This is an optimization exercise on Yosys and OpenROAD, whose aim is small area, not a production implementation. Function was checked by simulation only, so behaviour that the tests miss may differ from the original. No activity file was given, so power comes from the tool's default toggle rates.

==> flow/design.v <==
module DotProduct(
   input clk,
   input GlobalReset,
   input [18:0] A_0,
   input [18:0] A_1,
   input [18:0] A_2,
   input [18:0] A_3,
   input [18:0] A_4,
   input [18:0] A_5,
   input [18:0] A_6,
   input [18:0] A_7,
   input [18:0] A_8,
   input [18:0] A_9,
   input [9:0] B_0,
   input [9:0] B_1,
   input [9:0] B_2,
   input [9:0] B_3,
   input [9:0] B_4,
   input [9:0] B_5,
   input [9:0] B_6,
   input [9:0] B_7,
   input [9:0] B_8,
   input [9:0] B_9,
   output [25:0] value);
   reg  [4:0] ph;
   always @(posedge clk)
      if (GlobalReset) ph <= 5'd0;
      else             ph <= ph + 5'd1;
   reg  [9:0] selr;
   always @(posedge clk)
      if (GlobalReset) selr <= 10'd1;
      else             selr <= {selr[8:0], ph == 5'd31};
   wire [9:0] sel = selr;
   wire active = |selr;
   wire first  = selr[0];
   wire [18:0] a = ({19{sel[0]}} & A_0) | ({19{sel[1]}} & A_1) | ({19{sel[2]}} & A_2)
                 | ({19{sel[3]}} & A_3) | ({19{sel[4]}} & A_4) | ({19{sel[5]}} & A_5)
                 | ({19{sel[6]}} & A_6) | ({19{sel[7]}} & A_7) | ({19{sel[8]}} & A_8)
                 | ({19{sel[9]}} & A_9);
   wire [9:0]  b = ({10{sel[0]}} & B_0) | ({10{sel[1]}} & B_1) | ({10{sel[2]}} & B_2)
                 | ({10{sel[3]}} & B_3) | ({10{sel[4]}} & B_4) | ({10{sel[5]}} & B_5)
                 | ({10{sel[6]}} & B_6) | ({10{sel[7]}} & B_7) | ({10{sel[8]}} & B_8)
                 | ({10{sel[9]}} & B_9);
   reg  [25:0] acc;
   reg  [9:0] cf;
   reg  [25:0] value_r;
   assign value = value_r;
   wire [25:0] accf = first ? 26'd24117248 : acc;
   wire [9:0] cff = cf & {10{~first}};
   wire [19:0] ax = {a[18], a};
   wire [20:0] ax2 = {a[18], a, 1'b0};
   wire [10:0] bx = {b, 1'b0};
   wire one0 = bx[1] ^ bx[0];
   wire two0 = (bx[2] & ~bx[1] & ~bx[0]) | (~bx[2] & bx[1] & bx[0]);
   wire neg0 = bx[2];
   wire [19:0] x0 = ({20{one0}} & ax | {20{two0}} & ax2[19:0]) ^ {20{neg0}};
   wire ns0 = active & ~x0[19];
   wire one1 = bx[3] ^ bx[2];
   wire two1 = (bx[4] & ~bx[3] & ~bx[2]) | (~bx[4] & bx[3] & bx[2]);
   wire neg1 = bx[4];
   wire [19:0] x1 = ({20{one1}} & ax | {20{two1}} & ax2[19:0]) ^ {20{neg1}};
   wire ns1 = active & ~x1[19];
   wire one2 = bx[5] ^ bx[4];
   wire two2 = (bx[6] & ~bx[5] & ~bx[4]) | (~bx[6] & bx[5] & bx[4]);
   wire neg2 = bx[6];
   wire [19:0] x2 = ({20{one2}} & ax | {20{two2}} & ax2[19:0]) ^ {20{neg2}};
   wire ns2 = active & ~x2[19];
   wire one3 = bx[7] ^ bx[6];
   wire two3 = (bx[8] & ~bx[7] & ~bx[6]) | (~bx[8] & bx[7] & bx[6]);
   wire neg3 = bx[8];
   wire [19:0] x3 = ({20{one3}} & ax | {20{two3}} & ax2[19:0]) ^ {20{neg3}};
   wire ns3 = active & ~x3[19];
   wire one4 = bx[9] ^ bx[8];
   wire two4 = (bx[10] & ~bx[9] & ~bx[8]) | (~bx[10] & bx[9] & bx[8]);
   wire neg4 = bx[10];
   wire [19:0] x4 = ({20{one4}} & ax | {20{two4}} & ax2[19:0]) ^ {20{neg4}};
   wire ns4 = active & ~x4[19];
  wire fs_0_0, fc_0_0;
  assign fs_0_0 = accf[0] ^ neg0 ^ x0[0];
  assign fc_0_0 = (accf[0] & neg0) | (accf[0] & x0[0]) | (neg0 & x0[0]);
  wire fs_1_1, fc_1_1;
  assign fs_1_1 = accf[1] ^ x0[1] ^ fc_0_0;
  assign fc_1_1 = (accf[1] & x0[1]) | (accf[1] & fc_0_0) | (x0[1] & fc_0_0);
  wire fs_2_2, fc_2_2;
  assign fs_2_2 = accf[2] ^ neg1 ^ x0[2];
  assign fc_2_2 = (accf[2] & neg1) | (accf[2] & x0[2]) | (neg1 & x0[2]);
  wire fs_2_3, fc_2_3;
  assign fs_2_3 = x1[0] ^ fs_2_2 ^ fc_1_1;
  assign fc_2_3 = (x1[0] & fs_2_2) | (x1[0] & fc_1_1) | (fs_2_2 & fc_1_1);
  wire fs_3_4, fc_3_4;
  assign fs_3_4 = accf[3] ^ x0[3] ^ x1[1];
  assign fc_3_4 = (accf[3] & x0[3]) | (accf[3] & x1[1]) | (x0[3] & x1[1]);
  wire fs_3_5, fc_3_5;
  assign fs_3_5 = fc_2_2 ^ fs_3_4 ^ fc_2_3;
  assign fc_3_5 = (fc_2_2 & fs_3_4) | (fc_2_2 & fc_2_3) | (fs_3_4 & fc_2_3);
  wire fs_4_6, fc_4_6;
  assign fs_4_6 = accf[4] ^ neg2 ^ x0[4];
  assign fc_4_6 = (accf[4] & neg2) | (accf[4] & x0[4]) | (neg2 & x0[4]);
  wire fs_4_7, fc_4_7;
  assign fs_4_7 = x1[2] ^ x2[0] ^ fc_3_4;
  assign fc_4_7 = (x1[2] & x2[0]) | (x1[2] & fc_3_4) | (x2[0] & fc_3_4);
  wire fs_4_8, fc_4_8;
  assign fs_4_8 = fs_4_6 ^ fs_4_7 ^ fc_3_5;
  assign fc_4_8 = (fs_4_6 & fs_4_7) | (fs_4_6 & fc_3_5) | (fs_4_7 & fc_3_5);
  wire fs_5_9, fc_5_9;
  assign fs_5_9 = accf[5] ^ x0[5] ^ x1[3];
  assign fc_5_9 = (accf[5] & x0[5]) | (accf[5] & x1[3]) | (x0[5] & x1[3]);
  wire fs_5_10, fc_5_10;
  assign fs_5_10 = x2[1] ^ fc_4_6 ^ fs_5_9;
  assign fc_5_10 = (x2[1] & fc_4_6) | (x2[1] & fs_5_9) | (fc_4_6 & fs_5_9);
  wire fs_5_11, fc_5_11;
  assign fs_5_11 = fc_4_7 ^ fs_5_10 ^ fc_4_8;
  assign fc_5_11 = (fc_4_7 & fs_5_10) | (fc_4_7 & fc_4_8) | (fs_5_10 & fc_4_8);
  wire fs_6_12, fc_6_12;
  assign fs_6_12 = accf[6] ^ cff[0] ^ neg3;
  assign fc_6_12 = (accf[6] & cff[0]) | (accf[6] & neg3) | (cff[0] & neg3);
  wire fs_6_13, fc_6_13;
  assign fs_6_13 = x0[6] ^ x1[4] ^ x2[2];
  assign fc_6_13 = (x0[6] & x1[4]) | (x0[6] & x2[2]) | (x1[4] & x2[2]);
  wire fs_6_14, fc_6_14;
  assign fs_6_14 = x3[0] ^ fs_6_12 ^ fc_5_9;
  assign fc_6_14 = (x3[0] & fs_6_12) | (x3[0] & fc_5_9) | (fs_6_12 & fc_5_9);
  wire fs_6_15, fc_6_15;
  assign fs_6_15 = fs_6_13 ^ fc_5_10 ^ fs_6_14;
  assign fc_6_15 = (fs_6_13 & fc_5_10) | (fs_6_13 & fs_6_14) | (fc_5_10 & fs_6_14);
  wire fs_7_16, fc_7_16;
  assign fs_7_16 = accf[7] ^ fc_6_12 ^ x0[7];
  assign fc_7_16 = (accf[7] & fc_6_12) | (accf[7] & x0[7]) | (fc_6_12 & x0[7]);
  wire fs_7_17, fc_7_17;
  assign fs_7_17 = x1[5] ^ x2[3] ^ x3[1];
  assign fc_7_17 = (x1[5] & x2[3]) | (x1[5] & x3[1]) | (x2[3] & x3[1]);
  wire fs_7_18, fc_7_18;
  assign fs_7_18 = fc_6_13 ^ fs_7_16 ^ fs_7_17;
  assign fc_7_18 = (fc_6_13 & fs_7_16) | (fc_6_13 & fs_7_17) | (fs_7_16 & fs_7_17);
  wire fs_7_19, fc_7_19;
  assign fs_7_19 = fc_6_14 ^ fs_7_18 ^ fc_6_15;
  assign fc_7_19 = (fc_6_14 & fs_7_18) | (fc_6_14 & fc_6_15) | (fs_7_18 & fc_6_15);
  wire fs_8_20, fc_8_20;
  assign fs_8_20 = accf[8] ^ neg4 ^ x0[8];
  assign fc_8_20 = (accf[8] & neg4) | (accf[8] & x0[8]) | (neg4 & x0[8]);
  wire fs_8_21, fc_8_21;
  assign fs_8_21 = x1[6] ^ x2[4] ^ x3[2];
  assign fc_8_21 = (x1[6] & x2[4]) | (x1[6] & x3[2]) | (x2[4] & x3[2]);
  wire fs_8_22, fc_8_22;
  assign fs_8_22 = x4[0] ^ fc_7_16 ^ fc_7_17;
  assign fc_8_22 = (x4[0] & fc_7_16) | (x4[0] & fc_7_17) | (fc_7_16 & fc_7_17);
  wire fs_8_23, fc_8_23;
  assign fs_8_23 = fs_8_20 ^ fs_8_21 ^ fc_7_18;
  assign fc_8_23 = (fs_8_20 & fs_8_21) | (fs_8_20 & fc_7_18) | (fs_8_21 & fc_7_18);
  wire fs_8_24, fc_8_24;
  assign fs_8_24 = fs_8_22 ^ fs_8_23 ^ fc_7_19;
  assign fc_8_24 = (fs_8_22 & fs_8_23) | (fs_8_22 & fc_7_19) | (fs_8_23 & fc_7_19);
  wire fs_9_25, fc_9_25;
  assign fs_9_25 = accf[9] ^ cff[1] ^ x0[9];
  assign fc_9_25 = (accf[9] & cff[1]) | (accf[9] & x0[9]) | (cff[1] & x0[9]);
  wire fs_9_26, fc_9_26;
  assign fs_9_26 = x1[7] ^ x2[5] ^ x3[3];
  assign fc_9_26 = (x1[7] & x2[5]) | (x1[7] & x3[3]) | (x2[5] & x3[3]);
  wire fs_9_27, fc_9_27;
  assign fs_9_27 = x4[1] ^ fc_8_20 ^ fc_8_21;
  assign fc_9_27 = (x4[1] & fc_8_20) | (x4[1] & fc_8_21) | (fc_8_20 & fc_8_21);
  wire fs_9_28, fc_9_28;
  assign fs_9_28 = fs_9_25 ^ fs_9_26 ^ fc_8_22;
  assign fc_9_28 = (fs_9_25 & fs_9_26) | (fs_9_25 & fc_8_22) | (fs_9_26 & fc_8_22);
  wire fs_9_29, fc_9_29;
  assign fs_9_29 = fs_9_27 ^ fc_8_23 ^ fs_9_28;
  assign fc_9_29 = (fs_9_27 & fc_8_23) | (fs_9_27 & fs_9_28) | (fc_8_23 & fs_9_28);
  wire fs_10_30, fc_10_30;
  assign fs_10_30 = accf[10] ^ x0[10] ^ x1[8];
  assign fc_10_30 = (accf[10] & x0[10]) | (accf[10] & x1[8]) | (x0[10] & x1[8]);
  wire fs_10_31, fc_10_31;
  assign fs_10_31 = x2[6] ^ x3[4] ^ x4[2];
  assign fc_10_31 = (x2[6] & x3[4]) | (x2[6] & x4[2]) | (x3[4] & x4[2]);
  wire fs_10_32, fc_10_32;
  assign fs_10_32 = fc_9_25 ^ fc_9_26 ^ fs_10_30;
  assign fc_10_32 = (fc_9_25 & fc_9_26) | (fc_9_25 & fs_10_30) | (fc_9_26 & fs_10_30);
  wire fs_10_33, fc_10_33;
  assign fs_10_33 = fs_10_31 ^ fc_9_27 ^ fs_10_32;
  assign fc_10_33 = (fs_10_31 & fc_9_27) | (fs_10_31 & fs_10_32) | (fc_9_27 & fs_10_32);
  wire fs_10_34, fc_10_34;
  assign fs_10_34 = fc_9_28 ^ fs_10_33 ^ fc_9_29;
  assign fc_10_34 = (fc_9_28 & fs_10_33) | (fc_9_28 & fc_9_29) | (fs_10_33 & fc_9_29);
  wire fs_11_35, fc_11_35;
  assign fs_11_35 = accf[11] ^ cff[2] ^ x0[11];
  assign fc_11_35 = (accf[11] & cff[2]) | (accf[11] & x0[11]) | (cff[2] & x0[11]);
  wire fs_11_36, fc_11_36;
  assign fs_11_36 = x1[9] ^ x2[7] ^ x3[5];
  assign fc_11_36 = (x1[9] & x2[7]) | (x1[9] & x3[5]) | (x2[7] & x3[5]);
  wire fs_11_37, fc_11_37;
  assign fs_11_37 = x4[3] ^ fc_10_30 ^ fc_10_31;
  assign fc_11_37 = (x4[3] & fc_10_30) | (x4[3] & fc_10_31) | (fc_10_30 & fc_10_31);
  wire fs_11_38, fc_11_38;
  assign fs_11_38 = fs_11_35 ^ fs_11_36 ^ fc_10_32;
  assign fc_11_38 = (fs_11_35 & fs_11_36) | (fs_11_35 & fc_10_32) | (fs_11_36 & fc_10_32);
  wire fs_11_39, fc_11_39;
  assign fs_11_39 = fs_11_37 ^ fc_10_33 ^ fs_11_38;
  assign fc_11_39 = (fs_11_37 & fc_10_33) | (fs_11_37 & fs_11_38) | (fc_10_33 & fs_11_38);
  wire fs_12_40, fc_12_40;
  assign fs_12_40 = accf[12] ^ x0[12] ^ x1[10];
  assign fc_12_40 = (accf[12] & x0[12]) | (accf[12] & x1[10]) | (x0[12] & x1[10]);
  wire fs_12_41, fc_12_41;
  assign fs_12_41 = x2[8] ^ x3[6] ^ x4[4];
  assign fc_12_41 = (x2[8] & x3[6]) | (x2[8] & x4[4]) | (x3[6] & x4[4]);
  wire fs_12_42, fc_12_42;
  assign fs_12_42 = fc_11_35 ^ fc_11_36 ^ fs_12_40;
  assign fc_12_42 = (fc_11_35 & fc_11_36) | (fc_11_35 & fs_12_40) | (fc_11_36 & fs_12_40);
  wire fs_12_43, fc_12_43;
  assign fs_12_43 = fs_12_41 ^ fc_11_37 ^ fs_12_42;
  assign fc_12_43 = (fs_12_41 & fc_11_37) | (fs_12_41 & fs_12_42) | (fc_11_37 & fs_12_42);
  wire fs_12_44, fc_12_44;
  assign fs_12_44 = fc_11_38 ^ fs_12_43 ^ fc_11_39;
  assign fc_12_44 = (fc_11_38 & fs_12_43) | (fc_11_38 & fc_11_39) | (fs_12_43 & fc_11_39);
  wire fs_13_45, fc_13_45;
  assign fs_13_45 = accf[13] ^ cff[3] ^ x0[13];
  assign fc_13_45 = (accf[13] & cff[3]) | (accf[13] & x0[13]) | (cff[3] & x0[13]);
  wire fs_13_46, fc_13_46;
  assign fs_13_46 = x1[11] ^ x2[9] ^ x3[7];
  assign fc_13_46 = (x1[11] & x2[9]) | (x1[11] & x3[7]) | (x2[9] & x3[7]);
  wire fs_13_47, fc_13_47;
  assign fs_13_47 = x4[5] ^ fc_12_40 ^ fc_12_41;
  assign fc_13_47 = (x4[5] & fc_12_40) | (x4[5] & fc_12_41) | (fc_12_40 & fc_12_41);
  wire fs_13_48, fc_13_48;
  assign fs_13_48 = fs_13_45 ^ fs_13_46 ^ fc_12_42;
  assign fc_13_48 = (fs_13_45 & fs_13_46) | (fs_13_45 & fc_12_42) | (fs_13_46 & fc_12_42);
  wire fs_13_49, fc_13_49;
  assign fs_13_49 = fs_13_47 ^ fc_12_43 ^ fs_13_48;
  assign fc_13_49 = (fs_13_47 & fc_12_43) | (fs_13_47 & fs_13_48) | (fc_12_43 & fs_13_48);
  wire fs_14_50, fc_14_50;
  assign fs_14_50 = accf[14] ^ x0[14] ^ x1[12];
  assign fc_14_50 = (accf[14] & x0[14]) | (accf[14] & x1[12]) | (x0[14] & x1[12]);
  wire fs_14_51, fc_14_51;
  assign fs_14_51 = x2[10] ^ x3[8] ^ x4[6];
  assign fc_14_51 = (x2[10] & x3[8]) | (x2[10] & x4[6]) | (x3[8] & x4[6]);
  wire fs_14_52, fc_14_52;
  assign fs_14_52 = fc_13_45 ^ fc_13_46 ^ fs_14_50;
  assign fc_14_52 = (fc_13_45 & fc_13_46) | (fc_13_45 & fs_14_50) | (fc_13_46 & fs_14_50);
  wire fs_14_53, fc_14_53;
  assign fs_14_53 = fs_14_51 ^ fc_13_47 ^ fs_14_52;
  assign fc_14_53 = (fs_14_51 & fc_13_47) | (fs_14_51 & fs_14_52) | (fc_13_47 & fs_14_52);
  wire fs_14_54, fc_14_54;
  assign fs_14_54 = fc_13_48 ^ fs_14_53 ^ fc_13_49;
  assign fc_14_54 = (fc_13_48 & fs_14_53) | (fc_13_48 & fc_13_49) | (fs_14_53 & fc_13_49);
  wire fs_15_55, fc_15_55;
  assign fs_15_55 = accf[15] ^ cff[4] ^ x0[15];
  assign fc_15_55 = (accf[15] & cff[4]) | (accf[15] & x0[15]) | (cff[4] & x0[15]);
  wire fs_15_56, fc_15_56;
  assign fs_15_56 = x1[13] ^ x2[11] ^ x3[9];
  assign fc_15_56 = (x1[13] & x2[11]) | (x1[13] & x3[9]) | (x2[11] & x3[9]);
  wire fs_15_57, fc_15_57;
  assign fs_15_57 = x4[7] ^ fc_14_50 ^ fc_14_51;
  assign fc_15_57 = (x4[7] & fc_14_50) | (x4[7] & fc_14_51) | (fc_14_50 & fc_14_51);
  wire fs_15_58, fc_15_58;
  assign fs_15_58 = fs_15_55 ^ fs_15_56 ^ fc_14_52;
  assign fc_15_58 = (fs_15_55 & fs_15_56) | (fs_15_55 & fc_14_52) | (fs_15_56 & fc_14_52);
  wire fs_15_59, fc_15_59;
  assign fs_15_59 = fs_15_57 ^ fc_14_53 ^ fs_15_58;
  assign fc_15_59 = (fs_15_57 & fc_14_53) | (fs_15_57 & fs_15_58) | (fc_14_53 & fs_15_58);
  wire fs_16_60, fc_16_60;
  assign fs_16_60 = accf[16] ^ x0[16] ^ x1[14];
  assign fc_16_60 = (accf[16] & x0[16]) | (accf[16] & x1[14]) | (x0[16] & x1[14]);
  wire fs_16_61, fc_16_61;
  assign fs_16_61 = x2[12] ^ x3[10] ^ x4[8];
  assign fc_16_61 = (x2[12] & x3[10]) | (x2[12] & x4[8]) | (x3[10] & x4[8]);
  wire fs_16_62, fc_16_62;
  assign fs_16_62 = fc_15_55 ^ fc_15_56 ^ fs_16_60;
  assign fc_16_62 = (fc_15_55 & fc_15_56) | (fc_15_55 & fs_16_60) | (fc_15_56 & fs_16_60);
  wire fs_16_63, fc_16_63;
  assign fs_16_63 = fs_16_61 ^ fc_15_57 ^ fs_16_62;
  assign fc_16_63 = (fs_16_61 & fc_15_57) | (fs_16_61 & fs_16_62) | (fc_15_57 & fs_16_62);
  wire fs_16_64, fc_16_64;
  assign fs_16_64 = fc_15_58 ^ fs_16_63 ^ fc_15_59;
  assign fc_16_64 = (fc_15_58 & fs_16_63) | (fc_15_58 & fc_15_59) | (fs_16_63 & fc_15_59);
  wire fs_17_65, fc_17_65;
  assign fs_17_65 = accf[17] ^ cff[5] ^ x0[17];
  assign fc_17_65 = (accf[17] & cff[5]) | (accf[17] & x0[17]) | (cff[5] & x0[17]);
  wire fs_17_66, fc_17_66;
  assign fs_17_66 = x1[15] ^ x2[13] ^ x3[11];
  assign fc_17_66 = (x1[15] & x2[13]) | (x1[15] & x3[11]) | (x2[13] & x3[11]);
  wire fs_17_67, fc_17_67;
  assign fs_17_67 = x4[9] ^ fc_16_60 ^ fc_16_61;
  assign fc_17_67 = (x4[9] & fc_16_60) | (x4[9] & fc_16_61) | (fc_16_60 & fc_16_61);
  wire fs_17_68, fc_17_68;
  assign fs_17_68 = fs_17_65 ^ fs_17_66 ^ fc_16_62;
  assign fc_17_68 = (fs_17_65 & fs_17_66) | (fs_17_65 & fc_16_62) | (fs_17_66 & fc_16_62);
  wire fs_17_69, fc_17_69;
  assign fs_17_69 = fs_17_67 ^ fc_16_63 ^ fs_17_68;
  assign fc_17_69 = (fs_17_67 & fc_16_63) | (fs_17_67 & fs_17_68) | (fc_16_63 & fs_17_68);
  wire fs_18_70, fc_18_70;
  assign fs_18_70 = accf[18] ^ x0[18] ^ x1[16];
  assign fc_18_70 = (accf[18] & x0[18]) | (accf[18] & x1[16]) | (x0[18] & x1[16]);
  wire fs_18_71, fc_18_71;
  assign fs_18_71 = x2[14] ^ x3[12] ^ x4[10];
  assign fc_18_71 = (x2[14] & x3[12]) | (x2[14] & x4[10]) | (x3[12] & x4[10]);
  wire fs_18_72, fc_18_72;
  assign fs_18_72 = fc_17_65 ^ fc_17_66 ^ fs_18_70;
  assign fc_18_72 = (fc_17_65 & fc_17_66) | (fc_17_65 & fs_18_70) | (fc_17_66 & fs_18_70);
  wire fs_18_73, fc_18_73;
  assign fs_18_73 = fs_18_71 ^ fc_17_67 ^ fs_18_72;
  assign fc_18_73 = (fs_18_71 & fc_17_67) | (fs_18_71 & fs_18_72) | (fc_17_67 & fs_18_72);
  wire fs_18_74, fc_18_74;
  assign fs_18_74 = fc_17_68 ^ fs_18_73 ^ fc_17_69;
  assign fc_18_74 = (fc_17_68 & fs_18_73) | (fc_17_68 & fc_17_69) | (fs_18_73 & fc_17_69);
  wire fs_19_75, fc_19_75;
  assign fs_19_75 = accf[19] ^ cff[6] ^ ns0;
  assign fc_19_75 = (accf[19] & cff[6]) | (accf[19] & ns0) | (cff[6] & ns0);
  wire fs_19_76, fc_19_76;
  assign fs_19_76 = x1[17] ^ x2[15] ^ x3[13];
  assign fc_19_76 = (x1[17] & x2[15]) | (x1[17] & x3[13]) | (x2[15] & x3[13]);
  wire fs_19_77, fc_19_77;
  assign fs_19_77 = x4[11] ^ fc_18_70 ^ fc_18_71;
  assign fc_19_77 = (x4[11] & fc_18_70) | (x4[11] & fc_18_71) | (fc_18_70 & fc_18_71);
  wire fs_19_78, fc_19_78;
  assign fs_19_78 = fs_19_75 ^ fs_19_76 ^ fc_18_72;
  assign fc_19_78 = (fs_19_75 & fs_19_76) | (fs_19_75 & fc_18_72) | (fs_19_76 & fc_18_72);
  wire fs_19_79, fc_19_79;
  assign fs_19_79 = fs_19_77 ^ fc_18_73 ^ fs_19_78;
  assign fc_19_79 = (fs_19_77 & fc_18_73) | (fs_19_77 & fs_19_78) | (fc_18_73 & fs_19_78);
  wire fs_20_80, fc_20_80;
  assign fs_20_80 = accf[20] ^ x1[18] ^ x2[16];
  assign fc_20_80 = (accf[20] & x1[18]) | (accf[20] & x2[16]) | (x1[18] & x2[16]);
  wire fs_20_81, fc_20_81;
  assign fs_20_81 = x3[14] ^ x4[12] ^ fc_19_75;
  assign fc_20_81 = (x3[14] & x4[12]) | (x3[14] & fc_19_75) | (x4[12] & fc_19_75);
  wire fs_20_82, fc_20_82;
  assign fs_20_82 = fc_19_76 ^ fs_20_80 ^ fc_19_77;
  assign fc_20_82 = (fc_19_76 & fs_20_80) | (fc_19_76 & fc_19_77) | (fs_20_80 & fc_19_77);
  wire fs_20_83, fc_20_83;
  assign fs_20_83 = fs_20_81 ^ fc_19_78 ^ fs_20_82;
  assign fc_20_83 = (fs_20_81 & fc_19_78) | (fs_20_81 & fs_20_82) | (fc_19_78 & fs_20_82);
  wire hs_20_0, hc_20_0;
  assign hs_20_0 = fc_19_79 ^ fs_20_83;
  assign hc_20_0 = fc_19_79 & fs_20_83;
  wire fs_21_84, fc_21_84;
  assign fs_21_84 = accf[21] ^ cff[7] ^ ns1;
  assign fc_21_84 = (accf[21] & cff[7]) | (accf[21] & ns1) | (cff[7] & ns1);
  wire fs_21_85, fc_21_85;
  assign fs_21_85 = x2[17] ^ x3[15] ^ x4[13];
  assign fc_21_85 = (x2[17] & x3[15]) | (x2[17] & x4[13]) | (x3[15] & x4[13]);
  wire fs_21_86, fc_21_86;
  assign fs_21_86 = fc_20_80 ^ fs_21_84 ^ fs_21_85;
  assign fc_21_86 = (fc_20_80 & fs_21_84) | (fc_20_80 & fs_21_85) | (fs_21_84 & fs_21_85);
  wire fs_21_87, fc_21_87;
  assign fs_21_87 = fc_20_81 ^ fs_21_86 ^ fc_20_82;
  assign fc_21_87 = (fc_20_81 & fs_21_86) | (fc_20_81 & fc_20_82) | (fs_21_86 & fc_20_82);
  wire hs_21_1, hc_21_1;
  assign hs_21_1 = fc_20_83 ^ fs_21_87;
  assign hc_21_1 = fc_20_83 & fs_21_87;
  wire fs_22_88, fc_22_88;
  assign fs_22_88 = accf[22] ^ x2[18] ^ x3[16];
  assign fc_22_88 = (accf[22] & x2[18]) | (accf[22] & x3[16]) | (x2[18] & x3[16]);
  wire fs_22_89, fc_22_89;
  assign fs_22_89 = x4[14] ^ fc_21_84 ^ fc_21_85;
  assign fc_22_89 = (x4[14] & fc_21_84) | (x4[14] & fc_21_85) | (fc_21_84 & fc_21_85);
  wire fs_22_90, fc_22_90;
  assign fs_22_90 = fs_22_88 ^ fc_21_86 ^ fs_22_89;
  assign fc_22_90 = (fs_22_88 & fc_21_86) | (fs_22_88 & fs_22_89) | (fc_21_86 & fs_22_89);
  wire fs_22_91, fc_22_91;
  assign fs_22_91 = fs_22_90 ^ fc_21_87 ^ hc_21_1;
  assign fc_22_91 = (fs_22_90 & fc_21_87) | (fs_22_90 & hc_21_1) | (fc_21_87 & hc_21_1);
  wire fs_23_92, fc_23_92;
  assign fs_23_92 = accf[23] ^ cff[8] ^ ns2;
  assign fc_23_92 = (accf[23] & cff[8]) | (accf[23] & ns2) | (cff[8] & ns2);
  wire fs_23_93, fc_23_93;
  assign fs_23_93 = x3[17] ^ x4[15] ^ fc_22_88;
  assign fc_23_93 = (x3[17] & x4[15]) | (x3[17] & fc_22_88) | (x4[15] & fc_22_88);
  wire fs_23_94, fc_23_94;
  assign fs_23_94 = fs_23_92 ^ fc_22_89 ^ fs_23_93;
  assign fc_23_94 = (fs_23_92 & fc_22_89) | (fs_23_92 & fs_23_93) | (fc_22_89 & fs_23_93);
  wire hs_23_2, hc_23_2;
  assign hs_23_2 = fc_22_90 ^ fs_23_94;
  assign hc_23_2 = fc_22_90 & fs_23_94;
  wire fs_24_95, fc_24_95;
  assign fs_24_95 = accf[24] ^ x3[18] ^ x4[16];
  assign fc_24_95 = (accf[24] & x3[18]) | (accf[24] & x4[16]) | (x3[18] & x4[16]);
  wire fs_24_96, fc_24_96;
  assign fs_24_96 = fc_23_92 ^ fs_24_95 ^ fc_23_93;
  assign fc_24_96 = (fc_23_92 & fs_24_95) | (fc_23_92 & fc_23_93) | (fs_24_95 & fc_23_93);
  wire fs_24_97, fc_24_97;
  assign fs_24_97 = fc_23_94 ^ fs_24_96 ^ hc_23_2;
  assign fc_24_97 = (fc_23_94 & fs_24_96) | (fc_23_94 & hc_23_2) | (fs_24_96 & hc_23_2);
  wire xs_25_3;
  assign xs_25_3 = accf[25] ^ cff[9];
  wire xs_25_4;
  assign xs_25_4 = xs_25_3 ^ ns3;
  wire xs_25_5;
  assign xs_25_5 = x4[17] ^ xs_25_4;
  wire xs_25_6;
  assign xs_25_6 = xs_25_5 ^ fc_24_95;
  wire xs_25_7;
  assign xs_25_7 = xs_25_6 ^ fc_24_96;
   wire [25:0] sum = {xs_25_7, fs_24_97, hs_23_2, fs_22_91, hs_21_1, hs_20_0, fs_19_79, fs_18_74, fs_17_69, fs_16_64, fs_15_59, fs_14_54, fs_13_49, fs_12_44, fs_11_39, fs_10_34, fs_9_29, fs_8_24, fs_7_19, fs_6_15, fs_5_11, fs_4_8, fs_3_5, fs_2_3, fs_1_1, fs_0_0};
   wire [9:0] cnext = {fc_24_97, fc_22_91, hc_20_0, fc_18_74, fc_16_64, fc_14_54, fc_12_44, fc_10_34, fc_8_24, fc_5_11};
   always @(posedge clk) begin
      acc <= sum;
      cf <= cnext;
      if (ph == 5'd29) value_r <= acc;
   end
endmodule
==> flow/flow/run.sh <==
#!/bin/bash
# Standard ORFS flow (the standard.sh) with these changes:
#  - synthesis maps logic with ABC's area mapper (flow/abc.script) instead of
#    ORFS's delay-oriented script; everything else in synthesis is unchanged
#    (synth_recipe.tcl and ORFS's synth.tcl, with only the abc call edited);
#  - Yosys synth runs without its own early abc pass (SYNTH_ARGS=-noabc), so
#    the full adders written in the RTL reach extract_fa unchanged;
#  - timing-driven global placement does not keep the resizer changes it
#    makes while placing (GPL_KEEP_OVERFLOW=0);
#  - after global routing, cells on paths with positive slack are downsized
#    (RECOVER_POWER=100);
#  - clock tree synthesis adds no dummy loads (CTS_ARGS: ORFS's own
#    arguments plus -dont_use_dummy_load);
#  - the port buffers are made from the smallest buffer cell.
# ORFS writes each step's own log under orfs/logs/; make's output goes to
# make_finish.log.
set -euo pipefail
HERE=$PWD
sed "s#^  log_cmd abc {\*}\$abc_args\$#  log_cmd abc {*}[lreplace \$abc_args 1 1 $HERE/flow/abc.script]#" \
  "$FLOW_HOME/scripts/synth.tcl" > synth_custom.tcl
grep -q "flow/abc.script" synth_custom.tcl
sed "s#\$::env(SCRIPTS_DIR)/synth.tcl#$HERE/synth_custom.tcl#" synth_recipe.tcl > synth_recipe_custom.tcl
grep -q "synth_custom.tcl" synth_recipe_custom.tcl
bash standard.sh SYNTH_SCRIPT=$HERE/synth_recipe_custom.tcl \
  SYNTH_ARGS=-noabc GPL_KEEP_OVERFLOW=0 RECOVER_POWER=100 \
  CTS_ARGS="-sink_clustering_enable -repair_clock_nets -buf_list {sky130_fd_sc_hd__clkbuf_4 sky130_fd_sc_hd__clkbuf_8} -dont_use_dummy_load" \
  BUFFER_PORTS_ARGS="-buffer_cell sky130_fd_sc_hd__buf_1" ${FLOW_EXTRA:-} finish > make_finish.log 2>&1
==> flow/flow/abc.script <==
strash; &get -n; &st; &dch; &nf -R 1000; &put; topo; stime -c
==> flow/standard.sh <==
#!/bin/bash
# synth_recipe.tcl (not shown) runs the flow's synth.tcl, then flattens the netlist and writes it again
# the make line also repeats each setting of config.mk as NAME=value (left out here)
make -C /OpenROAD-flow-scripts/flow DESIGN_CONFIG=/design/flow/config.mk WORK_HOME=/design/flow/orfs CLKGATE_MAP_FILE= SYNTH_SCRIPT=/design/flow/synth_recipe.tcl "${@:-finish}"
==> flow/config.mk <==
export PLATFORM = sky130hd
export DESIGN_NAME = DotProduct
export DESIGN_NICKNAME = DotProduct
export VERILOG_FILES = /design/flow/design.v
export SDC_FILE = /design/flow/constraint.sdc
export NUM_CORES = 4
export LEC_CHECK = 0
export CAP_MARGIN = 5
export CORE_MARGIN = 2
export CORE_UTILIZATION = 45
export CTS_BUF_LIST = sky130_fd_sc_hd__clkbuf_4 sky130_fd_sc_hd__clkbuf_8
export PLACE_DENSITY = 0.6
export SLEW_MARGIN = 5
==> flow/constraint.sdc <==
create_clock -name core_clock -period 6.0 [get_ports {clk}]
set_input_delay 1.2000 -clock core_clock [delete_from_list [all_inputs] [get_ports {clk}]]
set_output_delay 1.2000 -clock core_clock [all_outputs]
set_load 0.01 [all_outputs]
==> results.toml, run 1 <==
[job]
cap_violations = 0

[synth]
synth_top_cells_by_count = "100 x xnor2_1, 98 x fa_1, 89 x o22ai_1, 81 x a222oi_1, 51 x dfxtp_1"
synth_top_area_share_pct = 27.6
syn_avg_cell_area_um2 = 11.5
synth_warnings = 1
synth_cell_types = 28
synth_flop_cell = "dfxtp_1"
yosys.area.top_type = "fa_1"
yosysMostFrequentCell = "xnor2_1"
ys_seq_elements = 77
async_reset_ff_share_pct = 0
netlist_instances = 618
seq_area_frac_synth_pct = 25.3
synth-edff-count = 26
synth_nets = 1015
syn_area_um2 = 7120
synthTopCellsByArea = "fa_1 28%, dfxtp_1 14%, xnor2_1 12%"

[clocking]
cts_root_buf = "clkbuf_8"
hold_buffers = 0
clk_path_buf_depth = 2
cts_sinks = 77
cts_max_level = 3
cts_buffers = 9
cts_tree = "built"
clk_pin_slew_ns = 0.07
clk_latency_ns = 0.38

[grt]
grt_pass1_vias = 7428
antenna_found_initial = 1
grt_max_degree = 37
grt_overflow = 0
grt_pass1_wl_um = 43500
grtUsageTotal_pct = 35.2

[layout]
drive_above_1_share_pct = 7.68
nFillCells = 1365
diodes = 0
areaGrowthSynthToFinish_pct = 27.8
fin_nets = 1362

[placed_design]
io_buffers = 317
hpwl_um = 22700
place.gp.congestion = 0.956
pre_cts_ws_ns = -0.849

[sta]
finalSetupViolCount = 0
final_hold_viol_count = 0
timing.hold.ws_ns = 0.420
timing.final.crit_share_pct = 97.8
maxSlewViolCount = 0
period_needed_ns = 5.87
max_freq_mhz = 170
fin_ws_ns = 0.134
tightest_slew_ns = 1.31
relSlewSlack_pct = 12.8
fin_tns_setup_ns = 0
skew_ns = 0.0213
rsz0062_at_grt = "no"

[setup_path]
critical-path-max-stage-delay_ns = 0.65
worst_ep_required_time_ns = 6.31
crit_arrival_ns = 6.17
cp-end-kind = "flip-flop"
cp_slowest_cell = "a222oi_1"
crit_top_cell = "fa_2"
criticalPathCategory = "in2reg"
reg2reg_setup_slack_ns = 0.34
cp_max_fo = 23
worst_setup_path_start_kind = "primary input"
path_cells = "buf_1 -> a222oi_1 -> and3_4 -> clkinv_1 -> nand2_2 -> o22ai_1 -> xnor2_1 -> fa_1 -> fa_2 -> fa_2 -> fa_2 -> ha_2 -> fa_2"

[min_path]
hold_path.class = "reg2reg"

[floorplan]
die-height_um = 130
io_pins = 318
core-area_um2 = 15300
die_w_um = 130
num_rows = 45
start_util_pct = 46.5
dieArea_um2 = 16800

[pwr]
cellLeakagePower_uw = 0.00291
irDropWorstVdd_uv = 198
power_uw = 3910
p_per_area_nw_per_um2 = 430

[route]
vias = 7423
dr.first_iter.drc_count = 1182
ant_nets = 0
via_per_inst = 6.32
wirelength_um = 29600
drc = 0
drtPass1Iterations = 14
wire_per_inst_um = 25.2

[status]
outcome = "no timing/DRC/antenna violations"
## timing repair
action | CTS | global route
endpoints found under the setup margin | 29 | 17
pin swaps | 1 | 4
buffers inserted | 3 | 9
gates cloned | 0 | 1
gates resized for setup | 8 | 6
## area by class of cell
class                   instances  area, µm²  share of cell area [%]
multi-input cells             535       5490                    60.3
flip-flops and latches         77       1810                    19.9
repair buffers                335       1380                    15.2
well taps                     211        264                    2.90
clock buffers                   9        124                    1.36
inverters                       7       27.5                   0.303
## routing by layer
| metal | vias to the layer above | track usage [%] | part of all wire, % |
|---|---|---|---|
| li1 | 3200 | - | - |
| met1 | 3640 | 47.4 | 39 |
| met2 | 524 | 56.1 | 46 |
| met3 | 57 | 8.94 | 12 |
| met4 | 2 | 11.6 | 3.2 |
| met5 | - | 0 | 0.047 |
## report_power, final
part           leakage, µW  internal, µW  total [µW]  switching (µW)
Combinational      0.00218          1310        2720            1420
Clock            0.0000647           134         311             177
Sequential        0.000664           795         879            84.4
Total              0.00291          2240        3910            1680
## sequential cells by signal, indices dropped and copies added (netlist names)
| name | flops |
|---|---|
| value_r | 26 |
| acc | 26 |
| selr | 10 |
| ph | 5 |
| cf | 10 |
## kinds of logic after synthesis
| kind of cell | share of synthesized area, % |
|---|---|
| AO/OA/AOI/OAI | 24.1 |
| flip-flops | 25.3 |
| multiplexers | 0.281 |
| XOR/XNOR | 12.9 |
| buffers and inverters | 0.369 |
| AND/OR/NAND/NOR | 8.19 |
| adder cells (fa/ha/maj) | 28.8 |
## worst paths after layout
path,to,cells past startpoint,startpoint
worst max register to register,acc[22],12,selr[6]
worst min register to register,value_r[19],0,acc[19]
worst max-delay path,acc[22],13,B_8[1]
worst min-delay path,value_r[19],0,acc[19]
## stage by stage
step	util [%]	area (µm²)	std cells
final	59.4	9100	1174
after CTS	58.8	9010	1164
after floorplan	-	7260	618
after global placement	56.9	8720	1146
after global routing	59.4	9100	1174
after detailed placement	57.6	8830	1152
## worst max-delay path, delay by kind of cell
family	cells	cell delay [ns]
and+or+nand+nor	2	1.04
xor gates and xnor gates	1	0.31
adders and majority gates	6	2.34
buffers and inverters	2	0.42
AOI/OAI and AO/OA	2	0.83
## cells in the final DEF (no fill, tap or decap), drive strengths merged, types with 2 or more instances in the layout
| cell | n |
|---|---|
| and3 | 26 |
| mux2i | 2 |
| edfxtp | 26 |
| nor2b | 40 |
| a211oi | 3 |
| xor2 | 5 |
| xnor2 | 100 |
| o22ai | 89 |
| nor2 | 14 |
| ha | 7 |
| or2 | 5 |
| dfxtp | 51 |
| nand3 | 4 |
| nor4 | 2 |
| buf | 331 |
| a221o | 2 |
| nand4 | 2 |
| clkbuf | 13 |
| a21oi | 7 |
| a221oi | 2 |
| a22oi | 3 |
| fa | 98 |
| nand2 | 9 |
| a222oi | 81 |
| o21ai | 5 |
| clkinv | 7 |
| a21boi | 26 |
==> run 2, diff against run 1 <==
--- a/flow/config.mk
+++ b/flow/config.mk
@@ -9,3 +9,3 @@
 export CORE_MARGIN = 2
-export CORE_UTILIZATION = 45
+export CORE_UTILIZATION = 35
 export CTS_BUF_LIST = sky130_fd_sc_hd__clkbuf_4 sky130_fd_sc_hd__clkbuf_8
==> results.toml, run 2 <==
[grt]
grt_max_degree = 39
antenna_found_initial = 0
grt_pass1_wl_um = 41000
grt.busiest_layer = "met2"
grtUsageMet3_pct = 5.63
grt_pass1_vias = 7329
grtUsageMet1_pct = 31.2
grt_overflow = 0
use_met2_pct = 42.9
grtUsageTotal_pct = 24.9

[pwr]
p_per_area_nw_per_um2 = 429
irDropWorstVdd_uv = 203
cellLeakagePower_uw = 0.00288

[placed_design]
place_area_um2 = 8950
place.gp.congestion = 0.862
pre_cts_ws_ns = -0.748
hpwl_um = 20300
io_buffers = 317
placed_cells = 1213

[layout]
final_util_pct = 45.3
drive_above_1_share_pct = 6.50
diodes = 0
final_area_um2 = 9110
fin_nets = 1353
areaGrowthSynthToFinish_pct = 28.1
layout_commonest_cell = "buf_1"
mostFrequentLayoutCells = "316 x buf_1, 98 x xnor2_1, 86 x o22ai_1"
top_regs = "acc: 26 flops, value_r: 26 flops"
layout.cells.non_filler = 1224

[sta]
timing.hold.ws_ns = 0.426
max_freq_mhz = 174
maxSlewViolCount = 0
finalSetupViolCount = 0
skew_ns = 0.0173
rsz0062_at_grt = "no"
tightest_slew_ns = 1.37
relSlewSlack_pct = 8.82
timing.final.crit_share_pct = 95.7
final_hold_viol_count = 0
period_needed_ns = 5.74
fin_ws_ns = 0.259

[synth]
netlist_instances = 618
synth-edff-count = 26
yosysMostFrequentCell = "xnor2_1"
synth_warnings = 1
yosys.area.top_type = "fa_1"
synth_top_cells_by_count = "100 x xnor2_1, 98 x fa_1, 89 x o22ai_1, 81 x a222oi_1, 51 x dfxtp_1"
syn_avg_cell_area_um2 = 11.5
synthTopCellsByArea = "fa_1 28%, dfxtp_1 14%, xnor2_1 12%"
ys_seq_elements = 77
synth_flop_cell = "dfxtp_1"
synth_top_area_share_pct = 27.6
syn_area_um2 = 7120
async_reset_ff_share_pct = 0
synth_nets = 1015
seq_area_frac_synth_pct = 25.3
synth_cell_types = 28

[status]
outcome = "no timing/DRC/antenna violations"

[setup_path]
reg2reg_depth = 15
worst_ep_required_time_ns = 6.31
worst_setup_path_start_kind = "primary input"
criticalPathCategory = "in2reg"
cp-end-kind = "flip-flop"
crit_arrival_ns = 6.05
cp_max_fo = 22

[clocking]
cts_root_buf = "clkbuf_8"
clk_path_buf_depth = 2
clk_latency_ns = 0.38
cts_tree = "built"
cts_sinks = 77
cts_buffers = 9
cts_max_level = 3
clk_pin_slew_ns = 0.08
hold_buffers = 0

[route]
via_per_inst = 5.79
drc = 0
wire_per_inst_um = 22.0
vias = 7081
drtPass1Iterations = 10
ant_nets = 0
dr.first_iter.drc_count = 941
wirelength_um = 26900

[min_path]
whs_path_depth = 0
hold_path.class = "reg2reg"

[floorplan]
dieArea_um2 = 21500
num_rows = 52
die-height_um = 147
start_util_pct = 35.4
io_pins = 318
core-area_um2 = 20100
die_w_um = 147

[job]
cap_violations = 0
run 2: cell families (layout without fill, tap and decap cells):
group	count (synthesis)	count (layout)	synth area share, %
AO/OA/AOI/OAI	219	219	24.1
adder cells (fa/ha/maj)	105	105	28.8
XOR/XNOR	105	105	12.9
AND/OR/NAND/NOR	103	103	8.19
flip-flops	77	77	25.3
buffers and inverters	7	343	0.369
multiplexers	2	2	0.281
run 2: path summary, 6_finish.rpt:
path,startpoint,to,slack (ns)
max,B_9[3],acc[22],0.26
min,acc[9],value_r[9],0.43
max reg2reg,selr[9],acc[22],0.32
min reg2reg,acc[9],value_r[9],0.43
run 2: power by group:
part / internal [µW] / leakage, µW / switching (µW) / total, µW
clock network: 134 / 0.0000647 / 172 / 306
logic: 1320 / 0.00215 / 1410 / 2730
registers: 795 / 0.000663 / 78.4 / 873
total: 2250 / 0.00288 / 1660 / 3910
run 2: worst max-delay path: stages:
cell	delay, ns
buf_1	0.07
a222oi_1	0.51
and3_4	0.59
clkinv_1	0.40
a21oi_1	0.33
o21ai_4	0.10
buf_12	0.17
o22ai_1	0.16
xnor2_1	0.16
fa_1	0.46
fa_2	0.36
fa_2	0.40
fa_2	0.38
ha_1	0.20
fa_2	0.52
run 2: area by class of cell:
| cell class | instances | area (µm²) |
|---|---|---|
| clock buffers | 9 | 124 |
| fillers | 1992 | 11000 |
| inverters | 7 | 27.5 |
| multi-input cells | 534 | 5460 |
| flip-flops and latches | 77 | 1810 |
| well taps | 270 | 338 |
| repair buffers | 327 | 1360 |
run 2: layer usage:
| layer | share of wire [%] | up-vias |
|---|---|---|
| li1 | - | 3177 |
| met1 | 40 | 3448 |
| met2 | 49 | 424 |
| met3 | 8.9 | 32 |
| met4 | 2.2 | 0 |
| met5 | 0 | - |
run 2: per-stage QoR:
step	total power, µW	TNS (ns)
after floorplan	2860	-1.71
after global placement	3490	-35.31
after detailed placement	3660	-14.61
after CTS	4000	0
after global routing	4420	0
final	3910	0
run 2: what timing repair did:
action	in CTS	in global routing
endpoints found under the setup margin	24	7
setup buffers	0	2
gates resized for setup	4	1
gates cloned	0	0
pin swaps	0	1
==> run 3, diff against run 2 <==
--- a/flow/config.mk
+++ b/flow/config.mk
@@ -9,3 +9,3 @@
 export CORE_MARGIN = 2
-export CORE_UTILIZATION = 35
+export CORE_UTILIZATION = 40
 export CTS_BUF_LIST = sky130_fd_sc_hd__clkbuf_4 sky130_fd_sc_hd__clkbuf_8
==> results.toml, run 3 <==
[status]
outcome = "no timing/DRC/antenna violations"

[placed_design]
hpwl_um = 22200
placed_cells = 1165
io_buffers = 317
place.gp.congestion = 0.966
place_area_um2 = 8840

[setup_path]
reg2reg_depth = 14
crit_arrival_ns = 6.07
worst_setup_path_start_kind = "primary input"
reg2reg_setup_slack_ns = 0.44
critPathCapture = "acc[22]"
worst_ep_required_time_ns = 6.31
rr_endpoint = "acc[22]"
regToRegStartpoint = "selr[0]"
cp-end-kind = "flip-flop"
crit_start = "B_2[7]"
criticalPathCategory = "in2reg"
cp_max_fo = 19

[layout]
areaGrowthSynthToFinish_pct = 26.8
multi_input_area_um2 = 5450
top_regs = "acc: 26 flops, value_r: 26 flops"
mostFrequentLayoutCells = "316 x buf_1, 98 x xnor2_1, 85 x o22ai_1"
layout.cells.non_filler = 1183
drive_above_1_share_pct = 6.30
seq_area_um2 = 1810
nFillCells = 1645
fin_nets = 1351
layout_commonest_cell = "buf_1"
final_area_um2 = 9020

[sta]
finalSetupViolCount = 0
final_hold_viol_count = 0
period_needed_ns = 5.75
maxSlewViolCount = 0
max_freq_mhz = 174
tightest_slew_ns = 1.18
relSlewSlack_pct = 21.4
skew_ns = 0.0195
timing.final.crit_share_pct = 95.9
rsz0062_at_grt = "no"

[floorplan]
die_w_um = 137
die-height_um = 137
num_rows = 48
dieArea_um2 = 18900
io_pins = 318
start_util_pct = 41.0
core-area_um2 = 17400

[synth]
seq_area_frac_synth_pct = 25.3
synth-edff-count = 26
synth_top_area_share_pct = 27.6
async_reset_ff_share_pct = 0
yosysMostFrequentCell = "xnor2_1"
netlist_instances = 618
synth_top_cells_by_count = "100 x xnor2_1, 98 x fa_1, 89 x o22ai_1, 81 x a222oi_1, 51 x dfxtp_1"
syn_area_um2 = 7120
yosys.area.top_type = "fa_1"
ys_seq_elements = 77
synthTopCellsByArea = "fa_1 28%, dfxtp_1 14%, xnor2_1 12%"
synth_warnings = 1
synth_nets = 1015
syn_avg_cell_area_um2 = 11.5
synth_cell_types = 28
synth_flop_cell = "dfxtp_1"

[route]
vias = 7253
dr.first_iter.drc_count = 884
wirelength_um = 29000
drc = 0
via_per_inst = 6.13
drtPass1Iterations = 11
ant_nets = 0
wire_per_inst_um = 24.5

[min_path]
whs_path_depth = 0
hold_path.class = "reg2reg"

[clocking]
cts_tree = "built"
cts_sinks = 77
cts_root_buf = "clkbuf_8"
clk_path_buf_depth = 2
cts_max_level = 3
clk_latency_ns = 0.38
hold_buffers = 0
clk_pin_slew_ns = 0.09
cts_buffers = 9

[grt]
grt_overflow = 0
grt_pass1_wl_um = 42400
grt_pass1_vias = 7180
grt_max_degree = 37
antenna_found_initial = 3
grtUsageTotal_pct = 31.3

[pwr]
p_per_area_nw_per_um2 = 424
irDropWorstVdd_uv = 211
cellLeakagePower_uw = 0.00286

[job]
cap_violations = 0
==> run 3: report_power, final <==
part	internal, µW	switching [µW]
Sequential	795	85.0
Clock	134	182
Combinational	1260	1360
==> run 3: metal layers <==
| layer | share of wire, % | up-vias | global-route usage, % | routed length [µm] |
|---|---|---|---|---|
| met5 | 0 | - | 0 | 0 |
| met4 | 5.7 | 0 | 17.6 | 1640 |
| met3 | 7.9 | 63 | 6.70 | 2290 |
| met2 | 48 | 461 | 50.4 | 13900 |
| met1 | 38 | 3548 | 38.9 | 11100 |
| li1 | - | 3181 | - | - |
==> run 3: logic make-up after synthesis <==
kind of cell,share of synthesized area (%)
compound gates,24.1
xor+xnor,12.9
fa+ha+maj,28.8
simple gates,8.19
flops,25.3
buf+inv,0.369
mux,0.281
==> run 3: timing repair <==
item / 4_1_cts / 5_1_grt
pin swaps: 0 / 1
resized for setup: 5 / 0
setup endpoints to repair: 19 / 4
buffers inserted: 2 / 1
==> run 3: cell type report <==
cell class              instances  area share, %
diodes                          6          0.166
well taps                     225           3.12
repair buffers                325           14.5
clock buffers                   9           1.37
flip-flops and latches         77           20.1
inverters                       7          0.305
multi-input cells             534           60.4
==> run 3: critical path, cell delays in order <==
cell and delay (ns):
buf_1 0.07, a222oi_1 0.33, nand4_1 0.14, a221o_1 0.32, a221oi_4 0.65, mux2i_1 0.19
o21ai_2 0.35, o22ai_1 0.21, xnor2_1 0.22, fa_2 0.38, fa_1 0.42, fa_1 0.47
fa_2 0.40, ha_2 0.18, fa_2 0.52
==> run 3: per-stage QoR <==
stage | power (µW) | setup TNS, ns | utilization (%) | setup WS (ns) | hold slack (ns)
2_1_floorplan | 2860 | -1.71 | - | -0.235 | 0.401
3_3_place_gp | 3490 | -32.52 | 50.3 | -1.34 | 0.405
3_5_place_dp | 3570 | -12.12 | 50.9 | -0.685 | 0.407
4_1_cts | 3910 | 0 | 51.9 | 0.111 | 0.401
5_1_grt | 4310 | 0 | 51.9 | 0.0147 | 0.437
6_report | 3820 | 0 | 52.0 | 0.245 | 0.406
==> run 3: worst min-delay path by stage <==
| stage | from | to |
|---|---|---|
| after CTS | acc[17] | value_r[17] |
| after detailed placement | acc[17] | value_r[17] |
| after global routing | acc[11] | value_r[11] |
| final | acc[17] | value_r[17] |
| after global placement | acc[1] | value_r[1] |
| after floorplan | acc[0] | value_r[0] |
==> run 4, diff against run 3 <==
--- a/flow/flow/run.sh
+++ b/flow/flow/run.sh
@@ -25,3 +25,3 @@
   SYNTH_ARGS=-noabc GPL_KEEP_OVERFLOW=0 RECOVER_POWER=100 \
-  CTS_ARGS="-sink_clustering_enable -repair_clock_nets -buf_list {sky130_fd_sc_hd__clkbuf_4 sky130_fd_sc_hd__clkbuf_8} -dont_use_dummy_load" \
+  CTS_ARGS="-sink_clustering_enable -repair_clock_nets -buf_list {sky130_fd_sc_hd__clkbuf_8 sky130_fd_sc_hd__clkbuf_16} -dont_use_dummy_load" \
   BUFFER_PORTS_ARGS="-buffer_cell sky130_fd_sc_hd__buf_1" ${FLOW_EXTRA:-} finish > make_finish.log 2>&1
--- a/flow/config.mk
+++ b/flow/config.mk
@@ -10,3 +10,3 @@
 export CORE_UTILIZATION = 40
-export CTS_BUF_LIST = sky130_fd_sc_hd__clkbuf_4 sky130_fd_sc_hd__clkbuf_8
+export CTS_BUF_LIST = sky130_fd_sc_hd__clkbuf_8 sky130_fd_sc_hd__clkbuf_16
 export PLACE_DENSITY = 0.6
==> results.toml, run 4 <==
[synth]
ys_seq_elements = 77
synth-edff-count = 26
synthTopCellsByArea = "fa_1 28%, dfxtp_1 14%, xnor2_1 12%"
synth_cell_types = 28
yosys.area.top_type = "fa_1"
synth-compound-area-share_pct = 24.1
synthAdderAreaFrac_pct = 28.8
netlist_instances = 618
synth_flop_cell = "dfxtp_1"
yosysMostFrequentCell = "xnor2_1"
synth_top_area_share_pct = 27.6
synth_top_family_by_area = "adder cells"
async_reset_ff_share_pct = 0
syn_area_um2 = 7120
syn_avg_cell_area_um2 = 11.5
muxShareOfSynthArea_pct = 0.281
synth_top_cells_by_count = "100 x xnor2_1, 98 x fa_1, 89 x o22ai_1, 81 x a222oi_1, 51 x dfxtp_1"
synth_nets = 1015
synthXorXnorAreaFrac_pct = 12.9
yosys.area_share.simple_pct = 8.19
seq_area_frac_synth_pct = 25.3
synth_warnings = 1

[clocking]
cts_sinks = 77
clk_latency_ns = 0.34
cts_max_level = 3
clk_path_buf_depth = 2
cts_buffers = 9
cts_root_buf = "clkbuf_16"
hold_buffers = 0
cts_tree = "built"
clk_pin_slew_ns = 0.06

[pwr]
p_per_area_nw_per_um2 = 437
irDropWorstVdd_uv = 211
cellLeakagePower_uw = 0.00291
power_uw = 3990

[floorplan]
num_rows = 48
io_pins = 318
core-area_um2 = 17400
die-height_um = 137
dieArea_um2 = 18900
die_w_um = 137
start_util_pct = 41.0

[setup_path]
cp_slowest_cell = "a222oi_1"
criticalPathCategory = "in2reg"
worst_ep_required_time_ns = 6.22
worst_setup_path_start_kind = "primary input"
cp-end-kind = "flip-flop"
crit_arrival_ns = 5.95
cp_max_fo = 19
crit_top_cell = "fa_1"
critical-path-max-stage-delay_ns = 0.68
path_cells = "buf_1 -> a222oi_1 -> and3_4 -> clkinv_1 -> o21ai_0 -> buf_12 -> o22ai_1 -> xnor2_1 -> fa_1 -> fa_1 -> fa_1 -> fa_1 -> fa_1"
cp_num_buf_inv = 3
crit_family = "adder cells"

[layout]
layout_commonest_cell = "buf_1"
areaGrowthSynthToFinish_pct = 28.3
mostFrequentLayoutCells = "316 x buf_1, 98 x xnor2_1, 85 x o22ai_1"
seq_area_um2 = 1810
nFillCells = 1635
top_regs = "acc: 26 flops, value_r: 26 flops"
drive_above_1_share_pct = 6.51
layout.cells.non_filler = 1182
multi_input_area_um2 = 5460
final_area_um2 = 9130
fin_nets = 1352

[route]
dr.first_iter.drc_count = 1066
wirelength_um = 29000
via_per_inst = 6.14
drtPass1Iterations = 9
ant_nets = 0
drc = 0
vias = 7257
wire_per_inst_um = 24.6

[grt]
grt_max_degree = 37
grtUsageMet1_pct = 38.9
grtUsageTotal_pct = 31.2
antenna_found_initial = 3
grt_pass1_wl_um = 42500
grtUsageMet3_pct = 6.36
grt_pass1_vias = 7212
use_met2_pct = 50.6
grt_overflow = 0
grt.busiest_layer = "met2"

[placed_design]
hpwl_um = 22200
placed_cells = 1165
place_area_um2 = 8840
place.gp.congestion = 0.966
io_buffers = 317

[sta]
final_hold_viol_count = 0
skew_ns = 0.0130
finalSetupViolCount = 0
tightest_slew_ns = 1.18
max_freq_mhz = 174
maxSlewViolCount = 0
period_needed_ns = 5.74
timing.final.crit_share_pct = 95.6
relSlewSlack_pct = 21.4
rsz0062_at_grt = "no"

[min_path]
hold_path.class = "reg2reg"

[status]
outcome = "no timing/DRC/antenna violations"

[job]
cap_violations = 0
## run 4: cell type report
type | count | area share, %
Antenna cell | 4 | 0.110
Tap cell | 225 | 3.08
Clock buffer | 9 | 2.47
Sequential cell | 77 | 19.9
Inverter | 7 | 0.302
Multi-Input combinational cell | 535 | 59.8
Timing Repair Buffer | 325 | 14.4
## run 4: what timing repair did
item,CTS,global route
pin swaps,0,1
gates resized for setup,5,1
cloned,0,1
setup buffers,2,1
setup endpoints to repair,19,9
## run 4: report_power, final
group          switching, µW  internal (µW)  leakage [µW]
Clock                    197            263      0.000111
Combinational           1370           1280       0.00214
Sequential              83.5            795      0.000664
## run 4: worst register-to-register path, delay by kind of cell, from the launching register on
kind,cells,cell delay (ns)
simple gates,1,0.46
flops,1,0.52
fa+ha+maj,5,2.32
buf+inv,3,0.77
compound gates,3,1.26
xor+xnor,1,0.20
## run 4: metal layers
| layer | up-vias | part of all wire, % |
|---|---|---|
| met5 | - | 0 |
| met2 | 448 | 49 |
| met4 | 0 | 5.6 |
| li1 | 3181 | - |
| met1 | 3565 | 37 |
| met3 | 63 | 8.4 |
## run 4: cell families (layout without fill, tap and decap cells)
group | count (synthesis) | count (layout)
AO/OA/AOI/OAI | 219 | 219
XOR/XNOR | 105 | 105
flip-flops | 77 | 77
multiplexers | 2 | 2
AND/OR/NAND/NOR | 103 | 104
other | 0 | 4
buffers and inverters | 7 | 341
adder cells (fa/ha/maj) | 105 | 105
## run 4: worst paths after layout
kind | from | end | slack [ns] | cells past startpoint
worst max-delay path | B_1[3] | acc[8] | 0.26 | 13
worst max register to register | selr[0] | acc[8] | 0.34 | 13
worst min register to register | acc[17] | value_r[17] | 0.41 | 0
worst min-delay path | acc[17] | value_r[17] | 0.41 | 0
## run 4: per-stage QoR
step                      util, %  setup WS, ns  hold WS, ns  setup TNS, ns
after floorplan                 -        -0.235        0.401          -1.71
after global routing         52.6        0.0575        0.432              0
after CTS                    52.4         0.124        0.405              0
after detailed placement     50.9        -0.685        0.407         -12.12
after global placement       50.3         -1.34        0.405         -32.52
final                        52.6         0.263        0.409              0

## what the ideal ports hide
The results above use ideal ports. As a check the final layouts listed here were re-extracted and re-timed, cells and wires unchanged. Step 1 sets driving cells, clkbuf_16 on the clock port and buf_2 on the other inputs (assumed; they add their load-dependent delay and slew). Step 2 also shifts input and output timing later by t, the mid clock arrival at the registers, as if the neighbouring blocks saw the same clock. a / b / c = no drivers / after step 1 / after step 2; a / b = the first two.
run	t, ns	setup WS [ns]	worst setup path after step 2
run 1	0.407	0.134 / 0.150 / -0.258	input to register
run 2	0.407	0.259 / 0.279 / -0.128	input to register
run 3	0.410	0.245 / 0.260 / -0.150	input to register
run 4	0.380	0.263 / 0.285 / -0.095	input to register
Met with ideal ports but missed after step 2: setup timing in every run listed. The setup slack of run 3, which loses most, moves by +0.015 ns with the drivers and by -0.395 ns with both steps.
